Context: an optimization exercise on an open-source flow, tuned for small area and a short achievable clock period. The choices shown serve that exercise and are no tape-out recipe.
RTL that was checked went through simulation tests only; none was proved equivalent to the original.

// mac
module mac(
    input [15:0] x1,
    input [15:0] x2,
    input clk,
    input rst,
    input en,
    output [39:0] y
    );
For scale: ~960 cells after synthesis, ~72 flip-flops.
export LEC_CHECK = 0
export ABC_AREA = 1
export CAP_MARGIN = 20
export CORE_MARGIN = 2
export CORE_UTILIZATION = 60
export CTS_BUF_LIST = sky130_fd_sc_hd__clkbuf_4 sky130_fd_sc_hd__clkbuf_8
export SETUP_SLACK_MARGIN = 5
export SLEW_MARGIN = 20
export SYNTH_HIERARCHICAL = 1
create_clock -name core_clock -period 12.0 [get_ports {clk}]
standard.sh (not shown) runs the stock make flow with config.mk's settings and CLKGATE_MAP_FILE= SYNTH_SCRIPT=/design/flow/synth_recipe.tcl, a recipe that flattens the netlist after the stock synthesis.
==> flow/flow/run.sh <==
#!/bin/bash
# The standard layout (standard.sh: ORFS synthesis to final layout) with a
# few extra ORFS settings; the clock, constraints and synthesis script are
# unchanged. Settings come from flow/params.sh:
#   MARGIN      setup slack that repair_timing aims for (ns)
#   PORTBUF     cell used to buffer every input and output port
#   EXTRA       further ORFS make variables
set -u
. flow/params.sh
bash standard.sh SETUP_SLACK_MARGIN=$MARGIN "BUFFER_PORTS_ARGS=-buffer_cell $PORTBUF" $EXTRA finish > standard.log 2>&1
==> flow/flow/params.sh <==
MARGIN=6.8
PORTBUF=sky130_fd_sc_hd__buf_1
EXTRA="ABC_LOAD_IN_FF=2"
The baseline produced a clean layout.
Change:
==> flow/flow/params.sh (replaced) <==
MARGIN=6.5
PORTBUF=sky130_fd_sc_hd__buf_1
EXTRA="ABC_LOAD_IN_FF=2"
Result: The new run passed the timing, DRC and antenna checks. Routed wire length drops by 4.0%. Count of clock-buffer cells in the layout climbs by 1. Worst setup slack is worse by 0.19 ns.
No functional check of the RTL was part of any run of this note.

* * *

mac, a different RTL version from the one above (not shown whole).
Size in the first run: about 72 flip-flops, roughly 75 I/O pins, roughly 9200 sq um of cells after synthesis.
Settings: LEC_CHECK=0, ABC_AREA=1, CAP_MARGIN=20, CORE_MARGIN=2, CORE_UTILIZATION=60, CTS_BUF_LIST=sky130_fd_sc_hd__clkbuf_4 sky130_fd_sc_hd__clkbuf_8, SETUP_SLACK_MARGIN=5, SLEW_MARGIN=20, SYNTH_HIERARCHICAL=1; clock period 12.0 ns.
==> flow/flow/params.sh <==
MARGIN=6.7
PORTBUF=sky130_fd_sc_hd__buf_2
EXTRA="ABC_LOAD_IN_FF=2"
Scripts as last shown in full above: flow/flow/run.sh
The starting point ran to the end with no violations.
Change:
==> flow/flow/params.sh (replaced) <==
MARGIN=6.5
PORTBUF=sky130_fd_sc_hd__buf_1
EXTRA="ABC_LOAD_IN_FF=2 SETUP_MOVE_SEQUENCE=unbuffer,sizeup,swap"
Non-clock buffer count decreases by 51.
Setup slack got worse by 0.095 ns.
Wire length decreases by about 7%.
Change:
==> flow/flow/params.sh (replaced) <==
MARGIN=6.5
PORTBUF=sky130_fd_sc_hd__buf_2
EXTRA="ABC_LOAD_IN_FF=2"
CORE_UTILIZATION = 75   (was 60)
Result:
- clock skew rose by 0.0055 ns
- global-route usage rose by 7.2 points
- fmax fell slightly
Change:
==> flow/flow/params.sh (replaced) <==
MARGIN=6.5
PORTBUF=sky130_fd_sc_hd__buf_1
EXTRA="ABC_LOAD_IN_FF=2 SKIP_GATE_CLONING=1"
CORE_UTILIZATION = 60   (was 75)
=> The new run finished with timing, DRC and antenna clean; die area rose by a quarter to a third; fmax rose slightly; final area is about the same; worst setup slack gets better by 0.047 ns.
Change:
==> flow/flow/params.sh (replaced) <==
MARGIN=6.5
PORTBUF=sky130_fd_sc_hd__buf_2
EXTRA="ABC_LOAD_IN_FF=2"
Clock-buffer cell count fell by 2.
Fmax hardly moves.
Core utilization came out higher by 0.12 points.
Final area stays flat.
Critical path depth shrinks by 8.
Synthesized cell count stays the same.
Global-route usage grows by 0.68 points.

* * *

Another version of the RTL of mac (not shown whole).
Size in the first run: roughly 930 cells after synthesis.
Settings: LEC_CHECK=0, ABC_AREA=1, CAP_MARGIN=5, CORE_MARGIN=2, CORE_UTILIZATION=60, CTS_BUF_LIST=sky130_fd_sc_hd__clkbuf_4 sky130_fd_sc_hd__clkbuf_8, SETUP_SLACK_MARGIN=5, SLEW_MARGIN=5, SYNTH_HIERARCHICAL=1; clock period 12.0 ns.
==> flow/flow/params.sh <==
MARGIN=6.5
PORTBUF=sky130_fd_sc_hd__buf_1
EXTRA="ABC_LOAD_IN_FF=2"
Scripts as last shown in full above: flow/flow/run.sh
Then changed:
==> flow/flow/params.sh (replaced) <==
MARGIN=6.4
PORTBUF=sky130_fd_sc_hd__buf_1
EXTRA="ABC_LOAD_IN_FF=2"
- CAP_MARGIN: 5 -> 20
- SLEW_MARGIN: 5 -> 20
The changed run finished with timing, DRC and antenna clean.
Wire length goes up by 3.7%.
Setup slack is worse by 89 ps.
Final cell count goes up by 0.69%.
Final area goes down by about 0.5%.
Via count goes up by 0.41%.
Flip-flop and latch count stays the same.
Area after synthesis is unchanged.
Then changed:
==> flow/flow/params.sh (replaced) <==
MARGIN=6.5
PORTBUF=sky130_fd_sc_hd__buf_1
EXTRA="ABC_LOAD_IN_FF=3"
Result: Area after synthesis barely changes. Global-route usage drops by 0.61 points. Worst hold slack gets worse by 7.6 ps. Flip-flop and latch count does not change. Die area hardly moves. Count of clock-buffer cells in the layout goes down by 2. Core utilization goes up by 0.29 points. Non-clock buffer count shrinks by 6. Setup slack is better by 13 ps.
Then changed:
==> flow/flow/params.sh (replaced) <==
MARGIN=6.8
PORTBUF=sky130_fd_sc_hd__buf_1
EXTRA="ABC_LOAD_IN_FF=2"
=> Non-clock buffer count goes up by 58. Synthesized area is about the same. Cell count came out higher by 4.8%. Utilization goes up by 8.3 points. Die area stays flat. Via count grows by 7.2%. Critical path depth rises by 2.
Then changed:
==> flow/flow/params.sh (replaced) <==
MARGIN=6.5
PORTBUF=sky130_fd_sc_hd__buf_1
EXTRA="ABC_LOAD_IN_FF=2"
- GPL_TIMING_DRIVEN: not set -> 0
What happened: The new run produced a clean layout; die area is unchanged; worst setup slack got worse by 210 ps; routed wire length drops by roughly a tenth.
Function was not checked in any run of this note: the RTL went through the layout flow alone.

-- what the ideal ports hide --
No port has a modelled driver above. Below, the same layouts with a new extraction and two added sets of constraints.
Step 1 sets driving cells, clkbuf_16 on the clock port and buf_2 on the other inputs (assumed; they add their load-dependent delay and slew).
Step 2 also shifts input and output timing later by t, the mid clock arrival at the registers, as if the neighbouring blocks saw the same clock.
Three values: no drivers, after step 1, after step 2; two values: the first two.
run | t (ns) | setup WS [ns] | latest minus earliest clock arrival (ns)
the first run of note 1 | 0.423 | 6.821 / 6.781 / 6.402 | 0.010 / 0.010
the second run of note 1 | 0.426 | 6.635 / 6.610 / 6.223 | 0.016 / 0.016
the first run of note 2 | 0.410 | 6.684 / 6.662 / 6.293 | 0.017 / 0.018
the second run of note 2 | 0.412 | 6.590 / 6.550 / 6.234 | 0.011 / 0.011
the third run of note 2 | 0.425 | 6.550 / 6.511 / 6.177 | 0.016 / 0.016
the fourth run of note 2 | 0.411 | 6.597 / 6.556 / 6.259 | 0.010 / 0.011
the fifth run of note 2 | 0.408 | 6.586 / 6.570 / 6.192 | 0.015 / 0.014
the first run of note 3 | 0.419 | 6.632 / 6.603 / 6.226 | 0.011 / 0.011
the second run of note 3 | 0.417 | 6.543 / 6.555 / 6.138 | 0.021 / 0.021
the third run of note 3 | 0.421 | 6.556 / 6.560 / 6.139 | 0.011 / 0.012
the fourth run of note 3 | 0.419 | 6.819 / 6.810 / 6.420 | 0.013 / 0.012
the fifth run of note 3 | 0.405 | 6.611 / 6.595 / 6.224 | 0.013 / 0.014
After both steps every run listed still meets setup and hold. The setup slack of the first run of note 1, which loses most, moves by -0.040 ns with the drivers and by -0.419 ns with both steps.
